Context: an optimization exercise on an open-source flow, tuned for a short achievable clock period and few clock cycles per item. The choices shown serve that exercise and are no tape-out recipe.
No run shown here included a check of the RTL's function; only the layout flow was run.
Power figures rest on the tool's default switching activity, not on a simulated workload.

### design.v
`timescale 1ns / 1ps
module divider#(
  parameter WIDTH    = 32,
  parameter CACHING  =  0,
  parameter INIT_VLD =  0
)(
  input clk,
  input rst,
  input start,
  input      [WIDTH-1:0] dividend,
  input      [WIDTH-1:0] divisor,
  output     [WIDTH-1:0] quotient,
  output     [WIDTH-1:0] remainder,
  output reg zeroErr,
  output valid
);
  reg          vld;
  reg [2:0]    cnt;
  reg [31:0]   P;                
  reg [34:0]   AQ;               
  reg [36:0]   M1;               
  reg [36:0]   M2;               
  reg [36:0]   M3;               
  reg [36:0]   M4;               
  reg [36:0]   M5;               
  reg [36:0]   M6;               
  reg [36:0]   M7;               
  reg [36:0]   M8;               
  reg [36:0]   M9;               
  reg [36:0]   M10;               
  reg [36:0]   M11;               
  reg [36:0]   M12;               
  reg [36:0]   M13;               
  reg [36:0]   M14;               
  reg [36:0]   M15;               
  reg [36:0]   M16;               
  reg [36:0]   M17;               
  reg [36:0]   M18;               
  reg [36:0]   M19;               
  reg [36:0]   M20;               
  reg [36:0]   M21;               
  reg [36:0]   M22;               
  reg [36:0]   M23;               
  reg [36:0]   M24;               
  reg [36:0]   M25;               
  reg [36:0]   M26;               
  reg [36:0]   M27;               
  reg [36:0]   M28;               
  reg [36:0]   M29;               
  reg [36:0]   M30;               
  reg [36:0]   M31;               
  assign valid = vld;
  wire [7:0] lt;
  assign lt[0] = dividend[31:1] < divisor;
  assign lt[1] = dividend[31:6] < divisor;
  assign lt[2] = dividend[31:11] < divisor;
  assign lt[3] = dividend[31:16] < divisor;
  assign lt[4] = dividend[31:21] < divisor;
  assign lt[5] = dividend[31:26] < divisor;
  assign lt[6] = dividend[31:31] < divisor;
  assign lt[7] = divisor != 0;
  wire [7:0] first = lt & ~{lt[6:0], 1'b0};
  wire zeroDivide = divisor == 0;
  wire [31:0] alP;
  wire [34:0] alAQ;
  wire [2:0] alCnt;
  wire [32:0] s0 = {1'b0, dividend} - {1'b0, divisor};
  wire [31:0] cand0 = s0[32] ? dividend : s0[31:0];
  wire [32:0] s1 = {1'b0, {5'd0, dividend[31:5]}} - {1'b0, divisor};
  wire [31:0] cand1 = s1[32] ? {5'd0, dividend[31:5]} : s1[31:0];
  wire [32:0] s2 = {1'b0, {10'd0, dividend[31:10]}} - {1'b0, divisor};
  wire [31:0] cand2 = s2[32] ? {10'd0, dividend[31:10]} : s2[31:0];
  wire [32:0] s3 = {1'b0, {15'd0, dividend[31:15]}} - {1'b0, divisor};
  wire [31:0] cand3 = s3[32] ? {15'd0, dividend[31:15]} : s3[31:0];
  wire [32:0] s4 = {1'b0, {20'd0, dividend[31:20]}} - {1'b0, divisor};
  wire [31:0] cand4 = s4[32] ? {20'd0, dividend[31:20]} : s4[31:0];
  wire [32:0] s5 = {1'b0, {25'd0, dividend[31:25]}} - {1'b0, divisor};
  wire [31:0] cand5 = s5[32] ? {25'd0, dividend[31:25]} : s5[31:0];
  wire [32:0] s6 = {1'b0, {30'd0, dividend[31:30]}} - {1'b0, divisor};
  wire [31:0] cand6 = s6[32] ? {30'd0, dividend[31:30]} : s6[31:0];
  assign alP = ({32{first[0]}} & cand0) |
               ({32{first[1]}} & cand1) |
               ({32{first[2]}} & cand2) |
               ({32{first[3]}} & cand3) |
               ({32{first[4]}} & cand4) |
               ({32{first[5]}} & cand5) |
               ({32{first[6]}} & cand6);
  assign alAQ = ({35{first[1]}} & {dividend[4:0], 30'd0}) |
                ({35{first[2]}} & {dividend[9:0], 25'd0}) |
                ({35{first[3]}} & {dividend[14:0], 20'd0}) |
                ({35{first[4]}} & {dividend[19:0], 15'd0}) |
                ({35{first[5]}} & {dividend[24:0], 10'd0}) |
                ({35{first[6]}} & {dividend[29:0], 5'd0}) |
                ({35{first[7]}} & {3'd0, dividend[31:0]}) |
                {34'd0, (first[0] & ~s0[32]) | (first[1] & ~s1[32]) | (first[2] & ~s2[32]) | (first[3] & ~s3[32]) | (first[4] & ~s4[32]) | (first[5] & ~s5[32]) | (first[6] & ~s6[32])};
  assign alCnt = ({3{first[1]}} & 3'd1) |
                 ({3{first[2]}} & 3'd2) |
                 ({3{first[3]}} & 3'd3) |
                 ({3{first[4]}} & 3'd4) |
                 ({3{first[5]}} & 3'd5) |
                 ({3{first[6]}} & 3'd6) |
                 ({3{first[7]}} & 3'd7);
  wire [36:0] X = {5'd0, divisor};
  wire [36:0] mul1 = X;
  wire [36:0] mul2 = (X << 1);
  wire [36:0] mul3 = X + (X << 1);
  wire [36:0] mul4 = (X << 2);
  wire [36:0] mul5 = X + (X << 2);
  wire [36:0] mul6 = (X << 1) + (X << 2);
  wire [36:0] mul7 = (X << 3) - X;
  wire [36:0] mul8 = (X << 3);
  wire [36:0] mul9 = X + (X << 3);
  wire [36:0] mul10 = (X << 1) + (X << 3);
  wire [36:0] mul11_s0 = X ^ (X << 1) ^ (X << 3);
  wire [36:0] mul11_c0 = ((X & (X << 1)) | (X & (X << 3)) | ((X << 1) & (X << 3))) << 1;
  wire [36:0] mul11 = mul11_s0 + mul11_c0;
  wire [36:0] mul12 = (X << 2) + (X << 3);
  wire [36:0] mul13_s0 = X ^ (X << 2) ^ (X << 3);
  wire [36:0] mul13_c0 = ((X & (X << 2)) | (X & (X << 3)) | ((X << 2) & (X << 3))) << 1;
  wire [36:0] mul13 = mul13_s0 + mul13_c0;
  wire [36:0] mul14 = (X << 4) - (X << 1);
  wire [36:0] mul15 = (X << 4) - X;
  wire [36:0] mul16 = (X << 4);
  wire [36:0] mul17 = X + (X << 4);
  wire [36:0] mul18 = (X << 1) + (X << 4);
  wire [36:0] mul19_s0 = X ^ (X << 1) ^ (X << 4);
  wire [36:0] mul19_c0 = ((X & (X << 1)) | (X & (X << 4)) | ((X << 1) & (X << 4))) << 1;
  wire [36:0] mul19 = mul19_s0 + mul19_c0;
  wire [36:0] mul20 = (X << 2) + (X << 4);
  wire [36:0] mul21_s0 = X ^ (X << 2) ^ (X << 4);
  wire [36:0] mul21_c0 = ((X & (X << 2)) | (X & (X << 4)) | ((X << 2) & (X << 4))) << 1;
  wire [36:0] mul21 = mul21_s0 + mul21_c0;
  wire [36:0] mul22_s0 = (X << 1) ^ (X << 2) ^ (X << 4);
  wire [36:0] mul22_c0 = (((X << 1) & (X << 2)) | ((X << 1) & (X << 4)) | ((X << 2) & (X << 4))) << 1;
  wire [36:0] mul22 = mul22_s0 + mul22_c0;
  wire [36:0] mul23_s0 = ~X ^ (X << 3) ^ (X << 4);
  wire [36:0] mul23_c0 = ((~X & (X << 3)) | (~X & (X << 4)) | ((X << 3) & (X << 4))) << 1;
  wire [36:0] mul23_s1 = mul23_s0 ^ mul23_c0 ^ 37'd1;
  wire [36:0] mul23_c1 = ((mul23_s0 & mul23_c0) | (mul23_s0 & 37'd1) | (mul23_c0 & 37'd1)) << 1;
  wire [36:0] mul23 = mul23_s1 + mul23_c1;
  wire [36:0] mul24 = (X << 3) + (X << 4);
  wire [36:0] mul25_s0 = X ^ (X << 3) ^ (X << 4);
  wire [36:0] mul25_c0 = ((X & (X << 3)) | (X & (X << 4)) | ((X << 3) & (X << 4))) << 1;
  wire [36:0] mul25 = mul25_s0 + mul25_c0;
  wire [36:0] mul26_s0 = (X << 1) ^ (X << 3) ^ (X << 4);
  wire [36:0] mul26_c0 = (((X << 1) & (X << 3)) | ((X << 1) & (X << 4)) | ((X << 3) & (X << 4))) << 1;
  wire [36:0] mul26 = mul26_s0 + mul26_c0;
  wire [36:0] mul27_s0 = ~X ^ ~(X << 2) ^ (X << 5);
  wire [36:0] mul27_c0 = ((~X & ~(X << 2)) | (~X & (X << 5)) | (~(X << 2) & (X << 5))) << 1;
  wire [36:0] mul27_s1 = mul27_s0 ^ mul27_c0 ^ 37'd2;
  wire [36:0] mul27_c1 = ((mul27_s0 & mul27_c0) | (mul27_s0 & 37'd2) | (mul27_c0 & 37'd2)) << 1;
  wire [36:0] mul27 = mul27_s1 + mul27_c1;
  wire [36:0] mul28 = (X << 5) - (X << 2);
  wire [36:0] mul29_s0 = X ^ ~(X << 2) ^ (X << 5);
  wire [36:0] mul29_c0 = ((X & ~(X << 2)) | (X & (X << 5)) | (~(X << 2) & (X << 5))) << 1;
  wire [36:0] mul29_s1 = mul29_s0 ^ mul29_c0 ^ 37'd1;
  wire [36:0] mul29_c1 = ((mul29_s0 & mul29_c0) | (mul29_s0 & 37'd1) | (mul29_c0 & 37'd1)) << 1;
  wire [36:0] mul29 = mul29_s1 + mul29_c1;
  wire [36:0] mul30 = (X << 5) - (X << 1);
  wire [36:0] mul31 = (X << 5) - X;
  wire [36:0] PS = {P, AQ[34:30]};
  wire [31:0] ge;
  assign ge[0] = 1'b1;
  wire [37:0] t1 = {1'b0, PS} - {1'b0, M1};
  assign ge[1] = ~t1[37];
  wire [37:0] t2 = {1'b0, PS} - {1'b0, M2};
  assign ge[2] = ~t2[37];
  wire [37:0] t3 = {1'b0, PS} - {1'b0, M3};
  assign ge[3] = ~t3[37];
  wire [37:0] t4 = {1'b0, PS} - {1'b0, M4};
  assign ge[4] = ~t4[37];
  wire [37:0] t5 = {1'b0, PS} - {1'b0, M5};
  assign ge[5] = ~t5[37];
  wire [37:0] t6 = {1'b0, PS} - {1'b0, M6};
  assign ge[6] = ~t6[37];
  wire [37:0] t7 = {1'b0, PS} - {1'b0, M7};
  assign ge[7] = ~t7[37];
  wire [37:0] t8 = {1'b0, PS} - {1'b0, M8};
  assign ge[8] = ~t8[37];
  wire [37:0] t9 = {1'b0, PS} - {1'b0, M9};
  assign ge[9] = ~t9[37];
  wire [37:0] t10 = {1'b0, PS} - {1'b0, M10};
  assign ge[10] = ~t10[37];
  wire [37:0] t11 = {1'b0, PS} - {1'b0, M11};
  assign ge[11] = ~t11[37];
  wire [37:0] t12 = {1'b0, PS} - {1'b0, M12};
  assign ge[12] = ~t12[37];
  wire [37:0] t13 = {1'b0, PS} - {1'b0, M13};
  assign ge[13] = ~t13[37];
  wire [37:0] t14 = {1'b0, PS} - {1'b0, M14};
  assign ge[14] = ~t14[37];
  wire [37:0] t15 = {1'b0, PS} - {1'b0, M15};
  assign ge[15] = ~t15[37];
  wire [37:0] t16 = {1'b0, PS} - {1'b0, M16};
  assign ge[16] = ~t16[37];
  wire [37:0] t17 = {1'b0, PS} - {1'b0, M17};
  assign ge[17] = ~t17[37];
  wire [37:0] t18 = {1'b0, PS} - {1'b0, M18};
  assign ge[18] = ~t18[37];
  wire [37:0] t19 = {1'b0, PS} - {1'b0, M19};
  assign ge[19] = ~t19[37];
  wire [37:0] t20 = {1'b0, PS} - {1'b0, M20};
  assign ge[20] = ~t20[37];
  wire [37:0] t21 = {1'b0, PS} - {1'b0, M21};
  assign ge[21] = ~t21[37];
  wire [37:0] t22 = {1'b0, PS} - {1'b0, M22};
  assign ge[22] = ~t22[37];
  wire [37:0] t23 = {1'b0, PS} - {1'b0, M23};
  assign ge[23] = ~t23[37];
  wire [37:0] t24 = {1'b0, PS} - {1'b0, M24};
  assign ge[24] = ~t24[37];
  wire [37:0] t25 = {1'b0, PS} - {1'b0, M25};
  assign ge[25] = ~t25[37];
  wire [37:0] t26 = {1'b0, PS} - {1'b0, M26};
  assign ge[26] = ~t26[37];
  wire [37:0] t27 = {1'b0, PS} - {1'b0, M27};
  assign ge[27] = ~t27[37];
  wire [37:0] t28 = {1'b0, PS} - {1'b0, M28};
  assign ge[28] = ~t28[37];
  wire [37:0] t29 = {1'b0, PS} - {1'b0, M29};
  assign ge[29] = ~t29[37];
  wire [37:0] t30 = {1'b0, PS} - {1'b0, M30};
  assign ge[30] = ~t30[37];
  wire [37:0] t31 = {1'b0, PS} - {1'b0, M31};
  assign ge[31] = ~t31[37];
  wire [31:0] sel = ge & ~{1'b0, ge[31:1]};
  wire [31:0] nextP = ({32{sel[0]}} & PS[31:0]) |
                       ({32{sel[1]}} & t1[31:0]) |
                       ({32{sel[2]}} & t2[31:0]) |
                       ({32{sel[3]}} & t3[31:0]) |
                       ({32{sel[4]}} & t4[31:0]) |
                       ({32{sel[5]}} & t5[31:0]) |
                       ({32{sel[6]}} & t6[31:0]) |
                       ({32{sel[7]}} & t7[31:0]) |
                       ({32{sel[8]}} & t8[31:0]) |
                       ({32{sel[9]}} & t9[31:0]) |
                       ({32{sel[10]}} & t10[31:0]) |
                       ({32{sel[11]}} & t11[31:0]) |
                       ({32{sel[12]}} & t12[31:0]) |
                       ({32{sel[13]}} & t13[31:0]) |
                       ({32{sel[14]}} & t14[31:0]) |
                       ({32{sel[15]}} & t15[31:0]) |
                       ({32{sel[16]}} & t16[31:0]) |
                       ({32{sel[17]}} & t17[31:0]) |
                       ({32{sel[18]}} & t18[31:0]) |
                       ({32{sel[19]}} & t19[31:0]) |
                       ({32{sel[20]}} & t20[31:0]) |
                       ({32{sel[21]}} & t21[31:0]) |
                       ({32{sel[22]}} & t22[31:0]) |
                       ({32{sel[23]}} & t23[31:0]) |
                       ({32{sel[24]}} & t24[31:0]) |
                       ({32{sel[25]}} & t25[31:0]) |
                       ({32{sel[26]}} & t26[31:0]) |
                       ({32{sel[27]}} & t27[31:0]) |
                       ({32{sel[28]}} & t28[31:0]) |
                       ({32{sel[29]}} & t29[31:0]) |
                       ({32{sel[30]}} & t30[31:0]) |
                       ({32{sel[31]}} & t31[31:0]);
  wire [4:0] digit = ({5{sel[1]}} & 5'd1) |
                      ({5{sel[2]}} & 5'd2) |
                      ({5{sel[3]}} & 5'd3) |
                      ({5{sel[4]}} & 5'd4) |
                      ({5{sel[5]}} & 5'd5) |
                      ({5{sel[6]}} & 5'd6) |
                      ({5{sel[7]}} & 5'd7) |
                      ({5{sel[8]}} & 5'd8) |
                      ({5{sel[9]}} & 5'd9) |
                      ({5{sel[10]}} & 5'd10) |
                      ({5{sel[11]}} & 5'd11) |
                      ({5{sel[12]}} & 5'd12) |
                      ({5{sel[13]}} & 5'd13) |
                      ({5{sel[14]}} & 5'd14) |
                      ({5{sel[15]}} & 5'd15) |
                      ({5{sel[16]}} & 5'd16) |
                      ({5{sel[17]}} & 5'd17) |
                      ({5{sel[18]}} & 5'd18) |
                      ({5{sel[19]}} & 5'd19) |
                      ({5{sel[20]}} & 5'd20) |
                      ({5{sel[21]}} & 5'd21) |
                      ({5{sel[22]}} & 5'd22) |
                      ({5{sel[23]}} & 5'd23) |
                      ({5{sel[24]}} & 5'd24) |
                      ({5{sel[25]}} & 5'd25) |
                      ({5{sel[26]}} & 5'd26) |
                      ({5{sel[27]}} & 5'd27) |
                      ({5{sel[28]}} & 5'd28) |
                      ({5{sel[29]}} & 5'd29) |
                      ({5{sel[30]}} & 5'd30) |
                      ({5{sel[31]}} & 5'd31);
  assign quotient  = AQ[31:0];
  assign remainder = P;
  always @(posedge clk) begin
    if (rst) begin
      vld <= 1'b0;
      cnt <= 0;
    end else if (start) begin
      vld <= zeroDivide | lt[0];
      cnt <= zeroDivide ? 3'd0 : alCnt;
    end else if (cnt != 0) begin
      cnt <= cnt - 1'b1;
      if (cnt == 1) vld <= 1'b1;
    end
  end
  always @(posedge clk) begin
    if (rst) zeroErr <= 1'b0;
    else if (start) zeroErr <= zeroDivide;
  end
  always @(posedge clk) begin
    if (start) begin
      M1 <= mul1;
      M2 <= mul2;
      M3 <= mul3;
      M4 <= mul4;
      M5 <= mul5;
      M6 <= mul6;
      M7 <= mul7;
      M8 <= mul8;
      M9 <= mul9;
      M10 <= mul10;
      M11 <= mul11;
      M12 <= mul12;
      M13 <= mul13;
      M14 <= mul14;
      M15 <= mul15;
      M16 <= mul16;
      M17 <= mul17;
      M18 <= mul18;
      M19 <= mul19;
      M20 <= mul20;
      M21 <= mul21;
      M22 <= mul22;
      M23 <= mul23;
      M24 <= mul24;
      M25 <= mul25;
      M26 <= mul26;
      M27 <= mul27;
      M28 <= mul28;
      M29 <= mul29;
      M30 <= mul30;
      M31 <= mul31;
    end
  end
  always @(posedge clk) begin
    if (start) begin
      P  <= alP;
      AQ <= alAQ;
    end else if (cnt != 0) begin
      P  <= nextP;
      AQ <= {AQ[29:0], digit};
    end
  end
endmodule
### run.sh
#!/bin/bash
# synth_recipe.tcl (not shown) runs the flow's synth.tcl, then flattens the netlist and writes it again
# the make line also repeats each setting of config.mk as NAME=value (left out here)
make -C /OpenROAD-flow-scripts/flow DESIGN_CONFIG=/design/flow/config.mk WORK_HOME=/design/flow/orfs CLKGATE_MAP_FILE= SYNTH_SCRIPT=/design/flow/synth_recipe.tcl finish
### config.mk
export PLATFORM = sky130hd
export DESIGN_NAME = divider
export DESIGN_NICKNAME = divider
export VERILOG_FILES = /design/flow/design.v
export SDC_FILE = /design/flow/constraint.sdc
export NUM_CORES = 4
export LEC_CHECK = 0
export ABC_CLOCK_PERIOD_IN_PS = 2500
export CAP_MARGIN = 20
export CORE_MARGIN = 2
export CORE_UTILIZATION = 40
export SETUP_SLACK_MARGIN = 4.5
export SLEW_MARGIN = 20
### constraint.sdc
create_clock -name core_clock -period 7.0 [get_ports {clk}]
set_input_delay 1.4000 -clock core_clock [delete_from_list [all_inputs] [get_ports {clk}]]
set_output_delay 1.4000 -clock core_clock [all_outputs]
set_load 0.01 [all_outputs]
==> qor.yml, run 1 <==
avgViaCountPerCell: 6.597
finalHoldViolCount: 0
clkLatencyLatePin_ns: 0.91
wl_met1_um: 250300
worstSetupStartpoint: "AQ[31]"
reg2reg_from: "AQ[31]"
grt_pass1_vias: 118811
dp_hpwl_um: 510300
wire_per_inst_um: 34.65
irDropWorstVdd_mv: 0.2308
worstMarginPinSlew_ns: 1.274
synthCells: 13687
crit_type: "reg -> reg"
die-width_um: 533.6
synth-edff-count: 603
yosysUniqueCellTypes: 107
crit_fanout: 11
vias: 127382
drtPass1Iterations: 8
portBuffers: 132
ys.flop_type: "edfxtp_1"
start_util: 0.4019
cts_root_buf: "clkbuf_16"
area_delta_synth_final_pct: 34.79
ctsHoldBuffers: 0
die_height_um: 533.6
first_iter_violations: 17384
antenna_found_initial: 55
coreArea_um2: 279100
fin_crit_sh: 0.8090
yosysSeqAreaShare: 0.1623
place_congestion: 1.142
relSlewSlack: 0.1445
die_area_um2: 284700
synth_seq_cells: 608
finalCriticalPeriod_ns: 5.663
setup_viol: 0
required_ns: 7.60
global_route.usage.total: 0.4389
top_layer: "met5"
cts.reportedPaths.clkPinSlew_ns: 0.06
p_total_w: 0.05544
outcome: "finished clean"
p_leak_nw: 66.19
drv_cap: 0
cts_tree: "yes"
routed_wl_um: 669100
fin_skew_ns: 0.07693
p_per_area_nw_per_um2: 366.6
dr_wl_met3_um: 91030
worst_hold_path_type: "reg -> reg"
drive_gt1_frac: 0.2484
syn_area_per_cell_um2: 8.196
grt_max_degree: 71
fin_tns_setup_ns: 0
report.final.slew_viol_count: 0
syn_area_um2: 112200
overflow: 0
rows: 194
clockBufferDepth: 4
nets: 17694
antenna_left: 0
ys_async_sr_fraction: 0
cp.arrival_ns: 6.27
cts_num_sinks: 608
routed-wl-met2_um: 273600
cts_buffers: 91
min_from: "zeroErr"
pin_count: 133
rsz0062_at_grt: "yes"
htreeDepth: 3
max_freq_ghz: 0.1766
startpoint_type: "flip-flop"
cp-end-kind: "flip-flop"
syn-num-nets: 15895
grt_pass1_wl_um: 888200
drcViolationCount: 0
yosys_warnings: 1
==> path summary, 6_finish.rpt <==
check	slack (ns)	cells after the start	endpoint
worst max-delay path	1.34	21	P[11]
worst min-delay path	0.51	2	zeroErr
worst max register to register	1.34	21	P[11]
worst min register to register	0.51	2	zeroErr
==> cells in the mapped netlist (221+ instances only) <==
cell type	count	share of area
inv_1	1121	0.038
nor2_1	917	0.031
xnor2_1	935	0.073
edfxtp_1	603	0.16
ha_1	1882	0.21
o21ai_0	824	0.037
clkbuf_1	234	0.0078
fa_1	259	0.046
nor3_1	221	0.0099
xor2_1	406	0.032
nand2b_1	228	0.013
a21o_1	640	0.043
nand3_1	288	0.013
nand2_1	899	0.030
a21oi_1	1333	0.059
==> where the power goes <==
part / switching [W] / total [W] / internal, W / leakage (nW)
Combinational: 0.0284 / 0.0450 / 0.0166 / 58.8
Sequential: 0.000410 / 0.00555 / 0.00514 / 5.95
Clock: 0.00218 / 0.00489 / 0.00271 / 1.42
Total: 0.0310 / 0.0554 / 0.0245 / 66.2
==> flip-flops by register name, indices dropped and copies added (netlist names), 32 cells and up <==
signal  count
M7         33
M25        36
M21        35
M26        33
M22        33
M31        37
AQ         35
M15        33
M23        34
M17        34
M29        36
M18        32
M27        35
M19        35
P          32
==> worst max-delay path: stages, from the launching register on <==
cell	delay (ns)
edfxtp_1	0.56
buf_4	0.22
buf_6	0.11
ha_4	0.25
and2b_2	0.24
buf_6	0.17
o2111ai_4	0.18
a31o_4	0.33
a31oi_2	0.15
buf_6	0.16
o21ai_2	0.06
buf_6	0.12
o31a_1	0.42
a21boi_4	0.30
buf_12	0.27
a221oi_2	0.23
nand4_1	0.39
a221oi_2	0.39
o2111ai_2	0.21
a221oi_2	0.32
buf_4	0.19
a21oi_2	0.04
==> routing by layer <==
metal	track usage	vias to the layer above
li1	-	54337
met2	0.6469	8626
met4	0.2711	24
met3	0.1311	2176
met5	0	-
met1	0.5593	62219
==> layout by cell type (no fill, tap or decap), types with 194 or more instances in the layout <==
| cell | count |
|---|---|
| ha_1 | 1703 |
| buf_4 | 1098 |
| a21oi_1 | 1055 |
| inv_1 | 1047 |
| nand2_1 | 840 |
| xnor2_1 | 826 |
| nor2_1 | 821 |
| o21ai_0 | 658 |
| a21o_1 | 632 |
| edfxtp_1 | 603 |
| buf_6 | 551 |
| xor2_1 | 377 |
| nand3_1 | 255 |
| fa_1 | 227 |
| nand2b_1 | 207 |
| buf_12 | 201 |
| a21oi_2 | 200 |
| nor3_1 | 194 |
==> what timing repair did <==
action | in CTS | in global routing
endpoints found under the setup margin | 878 | 701
resized for setup | 2139 | 848
cloned | 32 | 8
pin swaps | 696 | 686
buffers inserted | 734 | 344
==> logic make-up after synthesis <==
kind of cell / Yosys count / share of synthesized area
and+or+nand+nor: 3425 / 0.1474
buffers and inverters: 1447 / 0.05026
adders and majority gates: 2141 / 0.2561
DFF: 608 / 0.1623
AOI/OAI and AO/OA: 4674 / 0.2745
muxes: 51 / 0.004673
xor gates and xnor gates: 1341 / 0.1047
==> metrics by stage <==
step	hold WS, ns	worst slack (ns)	instances	utilization	area [µm²]
4_1_cts	0.4999	1.532	18924	0.5166	144200
3_5_place_dp	0.4872	0.08138	17999	0.4489	125300
2_1_floorplan	0.4830	1.162	13687	-	114300
5_1_grt	0.5161	1.405	19281	0.5414	151100
6_report	0.5064	1.337	19308	0.5417	151200
3_3_place_gp	0.4810	0.09199	17999	0.4489	125300
==> area by class of cell <==
class | instances | area [µm²]
Antenna cell | 32 | 80.08
Clock buffer | 100 | 2311
Clock inverter | 59 | 564.3
Fill cell | 25507 | 127900
Inverter | 1128 | 4399
Multi-Input combinational cell | 11633 | 99760
Sequential cell | 608 | 18210
Tap cell | 3724 | 4659
Timing Repair Buffer | 2024 | 21220
==> run 2: changes to the inputs <==
--- a/design.v
+++ b/design.v
@@ -225,66 +225,66 @@
   assign ge[31] = ~t31[37];
-  wire [31:0] sel = ge & ~{1'b0, ge[31:1]};
-  wire [31:0] nextP = ({32{sel[0]}} & PS[31:0]) |
-                       ({32{sel[1]}} & t1[31:0]) |
-                       ({32{sel[2]}} & t2[31:0]) |
-                       ({32{sel[3]}} & t3[31:0]) |
-                       ({32{sel[4]}} & t4[31:0]) |
-                       ({32{sel[5]}} & t5[31:0]) |
-                       ({32{sel[6]}} & t6[31:0]) |
-                       ({32{sel[7]}} & t7[31:0]) |
-                       ({32{sel[8]}} & t8[31:0]) |
-                       ({32{sel[9]}} & t9[31:0]) |
-                       ({32{sel[10]}} & t10[31:0]) |
-                       ({32{sel[11]}} & t11[31:0]) |
-                       ({32{sel[12]}} & t12[31:0]) |
-                       ({32{sel[13]}} & t13[31:0]) |
-                       ({32{sel[14]}} & t14[31:0]) |
-                       ({32{sel[15]}} & t15[31:0]) |
-                       ({32{sel[16]}} & t16[31:0]) |
-                       ({32{sel[17]}} & t17[31:0]) |
-                       ({32{sel[18]}} & t18[31:0]) |
-                       ({32{sel[19]}} & t19[31:0]) |
-                       ({32{sel[20]}} & t20[31:0]) |
-                       ({32{sel[21]}} & t21[31:0]) |
-                       ({32{sel[22]}} & t22[31:0]) |
-                       ({32{sel[23]}} & t23[31:0]) |
-                       ({32{sel[24]}} & t24[31:0]) |
-                       ({32{sel[25]}} & t25[31:0]) |
-                       ({32{sel[26]}} & t26[31:0]) |
-                       ({32{sel[27]}} & t27[31:0]) |
-                       ({32{sel[28]}} & t28[31:0]) |
-                       ({32{sel[29]}} & t29[31:0]) |
-                       ({32{sel[30]}} & t30[31:0]) |
-                       ({32{sel[31]}} & t31[31:0]);
-  wire [4:0] digit = ({5{sel[1]}} & 5'd1) |
-                      ({5{sel[2]}} & 5'd2) |
-                      ({5{sel[3]}} & 5'd3) |
-                      ({5{sel[4]}} & 5'd4) |
-                      ({5{sel[5]}} & 5'd5) |
-                      ({5{sel[6]}} & 5'd6) |
-                      ({5{sel[7]}} & 5'd7) |
-                      ({5{sel[8]}} & 5'd8) |
-                      ({5{sel[9]}} & 5'd9) |
-                      ({5{sel[10]}} & 5'd10) |
-                      ({5{sel[11]}} & 5'd11) |
-                      ({5{sel[12]}} & 5'd12) |
-                      ({5{sel[13]}} & 5'd13) |
-                      ({5{sel[14]}} & 5'd14) |
-                      ({5{sel[15]}} & 5'd15) |
-                      ({5{sel[16]}} & 5'd16) |
-                      ({5{sel[17]}} & 5'd17) |
-                      ({5{sel[18]}} & 5'd18) |
-                      ({5{sel[19]}} & 5'd19) |
-                      ({5{sel[20]}} & 5'd20) |
-                      ({5{sel[21]}} & 5'd21) |
-                      ({5{sel[22]}} & 5'd22) |
-                      ({5{sel[23]}} & 5'd23) |
-                      ({5{sel[24]}} & 5'd24) |
-                      ({5{sel[25]}} & 5'd25) |
-                      ({5{sel[26]}} & 5'd26) |
-                      ({5{sel[27]}} & 5'd27) |
-                      ({5{sel[28]}} & 5'd28) |
-                      ({5{sel[29]}} & 5'd29) |
-                      ({5{sel[30]}} & 5'd30) |
-                      ({5{sel[31]}} & 5'd31);
+  wire [31:0] mx0_0 = ge[1] ? t1[31:0] : PS[31:0];
+  wire [4:0] dx0_0 = ge[1] ? 5'd1 : 5'd0;
+  wire [31:0] mx0_1 = ge[3] ? t3[31:0] : t2[31:0];
+  wire [4:0] dx0_1 = ge[3] ? 5'd3 : 5'd2;
+  wire [31:0] mx0_2 = ge[5] ? t5[31:0] : t4[31:0];
+  wire [4:0] dx0_2 = ge[5] ? 5'd5 : 5'd4;
+  wire [31:0] mx0_3 = ge[7] ? t7[31:0] : t6[31:0];
+  wire [4:0] dx0_3 = ge[7] ? 5'd7 : 5'd6;
+  wire [31:0] mx0_4 = ge[9] ? t9[31:0] : t8[31:0];
+  wire [4:0] dx0_4 = ge[9] ? 5'd9 : 5'd8;
+  wire [31:0] mx0_5 = ge[11] ? t11[31:0] : t10[31:0];
+  wire [4:0] dx0_5 = ge[11] ? 5'd11 : 5'd10;
+  wire [31:0] mx0_6 = ge[13] ? t13[31:0] : t12[31:0];
+  wire [4:0] dx0_6 = ge[13] ? 5'd13 : 5'd12;
+  wire [31:0] mx0_7 = ge[15] ? t15[31:0] : t14[31:0];
+  wire [4:0] dx0_7 = ge[15] ? 5'd15 : 5'd14;
+  wire [31:0] mx0_8 = ge[17] ? t17[31:0] : t16[31:0];
+  wire [4:0] dx0_8 = ge[17] ? 5'd17 : 5'd16;
+  wire [31:0] mx0_9 = ge[19] ? t19[31:0] : t18[31:0];
+  wire [4:0] dx0_9 = ge[19] ? 5'd19 : 5'd18;
+  wire [31:0] mx0_10 = ge[21] ? t21[31:0] : t20[31:0];
+  wire [4:0] dx0_10 = ge[21] ? 5'd21 : 5'd20;
+  wire [31:0] mx0_11 = ge[23] ? t23[31:0] : t22[31:0];
+  wire [4:0] dx0_11 = ge[23] ? 5'd23 : 5'd22;
+  wire [31:0] mx0_12 = ge[25] ? t25[31:0] : t24[31:0];
+  wire [4:0] dx0_12 = ge[25] ? 5'd25 : 5'd24;
+  wire [31:0] mx0_13 = ge[27] ? t27[31:0] : t26[31:0];
+  wire [4:0] dx0_13 = ge[27] ? 5'd27 : 5'd26;
+  wire [31:0] mx0_14 = ge[29] ? t29[31:0] : t28[31:0];
+  wire [4:0] dx0_14 = ge[29] ? 5'd29 : 5'd28;
+  wire [31:0] mx0_15 = ge[31] ? t31[31:0] : t30[31:0];
+  wire [4:0] dx0_15 = ge[31] ? 5'd31 : 5'd30;
+  wire [31:0] mx1_0 = ge[2] ? mx0_1 : mx0_0;
+  wire [4:0] dx1_0 = ge[2] ? dx0_1 : dx0_0;
+  wire [31:0] mx1_1 = ge[6] ? mx0_3 : mx0_2;
+  wire [4:0] dx1_1 = ge[6] ? dx0_3 : dx0_2;
+  wire [31:0] mx1_2 = ge[10] ? mx0_5 : mx0_4;
+  wire [4:0] dx1_2 = ge[10] ? dx0_5 : dx0_4;
+  wire [31:0] mx1_3 = ge[14] ? mx0_7 : mx0_6;
+  wire [4:0] dx1_3 = ge[14] ? dx0_7 : dx0_6;
+  wire [31:0] mx1_4 = ge[18] ? mx0_9 : mx0_8;
+  wire [4:0] dx1_4 = ge[18] ? dx0_9 : dx0_8;
+  wire [31:0] mx1_5 = ge[22] ? mx0_11 : mx0_10;
+  wire [4:0] dx1_5 = ge[22] ? dx0_11 : dx0_10;
+  wire [31:0] mx1_6 = ge[26] ? mx0_13 : mx0_12;
+  wire [4:0] dx1_6 = ge[26] ? dx0_13 : dx0_12;
+  wire [31:0] mx1_7 = ge[30] ? mx0_15 : mx0_14;
+  wire [4:0] dx1_7 = ge[30] ? dx0_15 : dx0_14;
+  wire [31:0] mx2_0 = ge[4] ? mx1_1 : mx1_0;
+  wire [4:0] dx2_0 = ge[4] ? dx1_1 : dx1_0;
+  wire [31:0] mx2_1 = ge[12] ? mx1_3 : mx1_2;
+  wire [4:0] dx2_1 = ge[12] ? dx1_3 : dx1_2;
+  wire [31:0] mx2_2 = ge[20] ? mx1_5 : mx1_4;
+  wire [4:0] dx2_2 = ge[20] ? dx1_5 : dx1_4;
+  wire [31:0] mx2_3 = ge[28] ? mx1_7 : mx1_6;
+  wire [4:0] dx2_3 = ge[28] ? dx1_7 : dx1_6;
+  wire [31:0] mx3_0 = ge[8] ? mx2_1 : mx2_0;
+  wire [4:0] dx3_0 = ge[8] ? dx2_1 : dx2_0;
+  wire [31:0] mx3_1 = ge[24] ? mx2_3 : mx2_2;
+  wire [4:0] dx3_1 = ge[24] ? dx2_3 : dx2_2;
+  wire [31:0] mx4_0 = ge[16] ? mx3_1 : mx3_0;
+  wire [4:0] dx4_0 = ge[16] ? dx3_1 : dx3_0;
+  wire [31:0] nextP = mx4_0;
+  wire [4:0] digit = dx4_0;
   assign quotient  = AQ[31:0];
==> run 2 against run 1 <==
- sequential power up 4.5%
- fmax increased by 3.4%
- die area increased by 2.3%
- total power is 49% higher
- setup slack gained 0.18 ns
- worst hold slack got worse by 0.0081 ns
- flip-flop and latch count did not move
==> qor.yml, run 2 <==
outcome: "finished clean"
first_iter_violations: 17377  # -0.040%
ys_async_sr_fraction: 0  # unchanged
whs_ns: 0.4983  # -0.008138 ns
cp-end-kind: "flip-flop"
max_freq_ghz: 0.1825  # +3.4%
drcViolationCount: 0  # unchanged
grt_pass1_vias: 122612  # +3.2%
syn_area_um2: 114800  # +2.4%
die_height_um: 539.8  # +1.2%
required_ns: 7.50  # -0.10 ns
crit_type: "in -> reg"
start_util: 0.4022  # about the same
dp_hpwl_um: 500200  # -2.0%
finalHoldViolCount: 0  # unchanged
routed_wl_um: 671700  # +0.39%
report.final.slew_viol_count: 0  # unchanged
worstSetupStartpoint: "divisor[1]"
worstMarginPinSlew_ns: 1.252  # -0.02209 ns
ys_top_cells_by_area: "ha_1 21%, edfxtp_1 16%, xnor2_1 6.7%, a21oi_1 5.8%, fa_1 4.5%"
area_delta_synth_final_pct: 37.78
worstReg2RegEnd: "P[20]"
final_cell_mix: "1,700 x ha_1, 1,213 x buf_4, 1,027 x inv_1"
fin_tns_setup_ns: 0  # unchanged
setup_slack_ns: 1.521  # +0.1841 ns
clkLatencyLatePin_ns: 0.78  # -0.13 ns
global_route.usage.total: 0.4305  # -0.008452
startpoint_type: "input port"
cts_root_buf: "clkbuf_16"
p_per_area_nw_per_um2: 523.6  # +43%
yosysUniqueCellTypes: 111  # +3.7%
syn-num-nets: 16383  # +3.1%
htreeDepth: 3  # unchanged
finalCriticalPeriod_ns: 5.479  # -0.1841 ns
vias: 130589  # +2.5%
yosysSeqAreaShare: 0.1586  # -0.003739
p_leak_nw: 70.12  # +5.9%
portBuffers: 132  # unchanged
coreArea_um2: 285500  # +2.3%
crit_fanout: 4  # -7
fin_crit_sh: 0.7827  # -0.02630
synth_seq_cells: 608  # unchanged
postLayoutCoreUtil: 0.5542  # +0.01253
rsz0062_at_grt: "yes"
hold_path_depth: 2  # unchanged
preCtsSetupSlack_ns: 0.1684  # +0.08705 ns
largest_register_ffs: 37  # unchanged
reg.largest.list: "M31 x37, M25 x36, M29 x36"
drive_gt1_frac: 0.2646  # +0.01621
setup_viol: 0  # unchanged
yosys_warnings: 1  # unchanged
cp.arrival_ns: 5.98  # -0.29 ns
swShare: 0.5660  # +0.007548
ys_top_cells_by_count: "1,882 x ha_1, 1,342 x a21oi_1, 1,122 x inv_1, 1,098 x nor2_1, 937 x nand2_1"
clockBufferDepth: 3  # -1
worst_hold_path_type: "reg -> reg"
synth.top_cell.area_share: 0.2051  # -0.004836
reg2reg_from: "P[25]"
hold_path_end: "cnt[1]"
power_switching_w: 0.04689  # +51%
yosysMostFrequentCell: "ha_1"
pin_count: 133  # unchanged
sequentialPowerShare: 0.070  # -0.030
nets: 18323  # +3.6%
die-width_um: 539.8  # +1.2%
place_congestion: 1.078  # -5.6%
irDropWorstVdd_mv: 0.2748  # +19%
fin_skew_ns: 0.04138  # -0.03555 ns
cts_num_sinks: 608  # unchanged
final_common_cell: "ha_1"
drtPass1Iterations: 9  # +1
drv_cap: 0  # unchanged
grt_pass1_wl_um: 898400  # +1.2%
yosys.area.top_type: "ha_1"
synthCells: 14175  # +3.6%
die_area_um2: 291400  # +2.3%
grt_max_degree: 141  # +99%
r2r_cells: 21  # unchanged
rrSetupSlack_ns: 1.79  # +0.45 ns
regMostFlops: "M31"
overflow: 0  # unchanged
antenna_found_initial: 53  # -3.6%
combPwrFrac: 0.871  # +0.059
ys.flop_type: "edfxtp_1"
internal_power_w: 0.03596  # +47%
rows: 196  # +1.0%
syn_area_per_cell_um2: 8.100  # -1.2%
avgViaCountPerCell: 6.539  # -0.88%
min_from: "cnt[1]"
cts.reportedPaths.clkPinSlew_ns: 0.06  # about the same
cts_tree: "yes"
power_frac_clock: 0.059  # -0.029
antenna_left: 0  # unchanged
ctsHoldBuffers: 0  # unchanged
synth-edff-count: 603  # unchanged
wire_per_inst_um: 33.64  # -2.9%
relSlewSlack: 0.1632  # +0.01873
cts_buffers: 84  # -7.7%
-- run 2: cell count changes after synthesis, sizes merged, moves of 74 or more --
cell | before | now
a221oi | 145 | 61
nor3 | 222 | 296
nor2 | 918 | 1098
mux2i | 40 | 125
a211oi | 139 | 267
o211ai | 103 | 230
a22oi | 157 | 13
nand4 | 179 | 104
-- run 2: critical path: stages --
cell and delay [ns]:
buf_8 0.08, clkinvlp_4 0.17, buf_6 0.18, buf_6 0.10
buf_6 0.11, buf_6 0.12, fa_2 0.57, inv_2 0.06
ha_4 0.26, ha_4 0.19, o21a_1 0.10, o21a_1 0.23
o311ai_4 0.10, a31oi_4 0.23, a311o_1 0.50, nand2_2 0.13
o221ai_4 0.14, a211o_1 0.32, a31o_4 0.24, a311o_1 0.34
a21o_1 0.20, a21oi_2 0.13, xnor2_1 0.08
-- run 2: metal layers --
metal  GRT usage  up-vias  wire (µm)
met4      0.2944       34      60860
met5           0        -        375
li1            -    56184          -
met2      0.6463     8876     277800
met3      0.1322     2629      85930
met1      0.5261    62866     246800
-- run 2: worst max-delay path by stage --
stage / to / slack [ns] / cells after the start
2_1_floorplan: M25[34] / 1.22 / 20
3_3_place_gp: M25[33] / 0.24 / 18
3_5_place_dp: M23[36] / 0.17 / 18
4_1_cts: M19[34] / 1.67 / 20
5_1_grt: M29[36] / 1.48 / 23
6_report: M29[36] / 1.52 / 23
-- run 2: area by class of cell --
cell class,count,area [µm²]
diodes,25,62.56
clock buffers,96,2177
clock inverters,58,693.2
fillers,25749,127300
inverters,1125,4477
multi-input cells,12078,104300
flip-flops and latches,608,18210
well taps,3762,4707
repair buffers,2218,23570
-- run 2: power by group through the flow --
stage          registers (W)  logic, W  clock network [W]
4_1_cts              0.00575    0.0659            0.00479
6_report             0.00580    0.0722            0.00485
2_1_floorplan        0.00631    0.0340                  0
3_3_place_gp         0.00620    0.0564                  0
5_1_grt              0.00585    0.0743            0.00494
3_5_place_dp         0.00620    0.0563                  0
-- run 2: kinds of logic after synthesis --
| kind of cell | Yosys count | synth area share |
|---|---|---|
| multiplexers | 140 | 0.01237 |
| AND/OR/NAND/NOR | 3705 | 0.1535 |
| flip-flops | 608 | 0.1586 |
| AO/OA/AOI/OAI | 4806 | 0.2766 |
| buffers and inverters | 1493 | 0.05101 |
| adder cells (fa/ha/maj) | 2141 | 0.2502 |
| XOR/XNOR | 1282 | 0.09779 |
-- run 2: per-stage QoR --
stage                     area, µm²  total power, W  cells
after floorplan              116700         0.04030  14175
after global placement       127200         0.06261  18452
after detailed placement     127300         0.06252  18453
after CTS                    150400         0.07642  19537
after global routing         158200         0.08508  19953
final                        158200         0.08284  19970
-- run 2: timing repair --
item / CTS / global route
pin swaps: 728 / 705
hold endpoints to repair: 0 / 0
setup buffers: 876 / 402
setup endpoints to repair: 1038 / 826
resized for setup: 2694 / 931
cloned: 54 / 6

==> port drivers added, routing unchanged <==
The results above use ideal ports. As a check the final layouts listed here were re-extracted and re-timed, cells and wires unchanged.
Step 1, drivers: a clkbuf_16 drives clk and a buf_2 each remaining input, both assumed.
Step 2 times the ports against the registers' clock, not the clock port: input delays grow and output delays shrink by t, the midpoint of the rising clock arrivals with the driver on.
Three values: ideal ports, drivers, drivers and shift; two values: the first two.
| run | shift t [ns] | setup WS [ns] | worst setup path after step 2 | clock arrival spread, ns |
|---|---|---|---|---|
| run 1 | 0.975 | 1.337 / 1.337 / 0.565 | input to register | 0.078 / 0.078 |
| run 2 | 0.859 | 1.521 / 1.571 / 0.712 | input to register | 0.044 / 0.043 |
After both steps setup and hold are still met in every run listed. The setup slack of run 2, which loses most, moves by +0.050 ns with the drivers and by -0.809 ns with both steps.
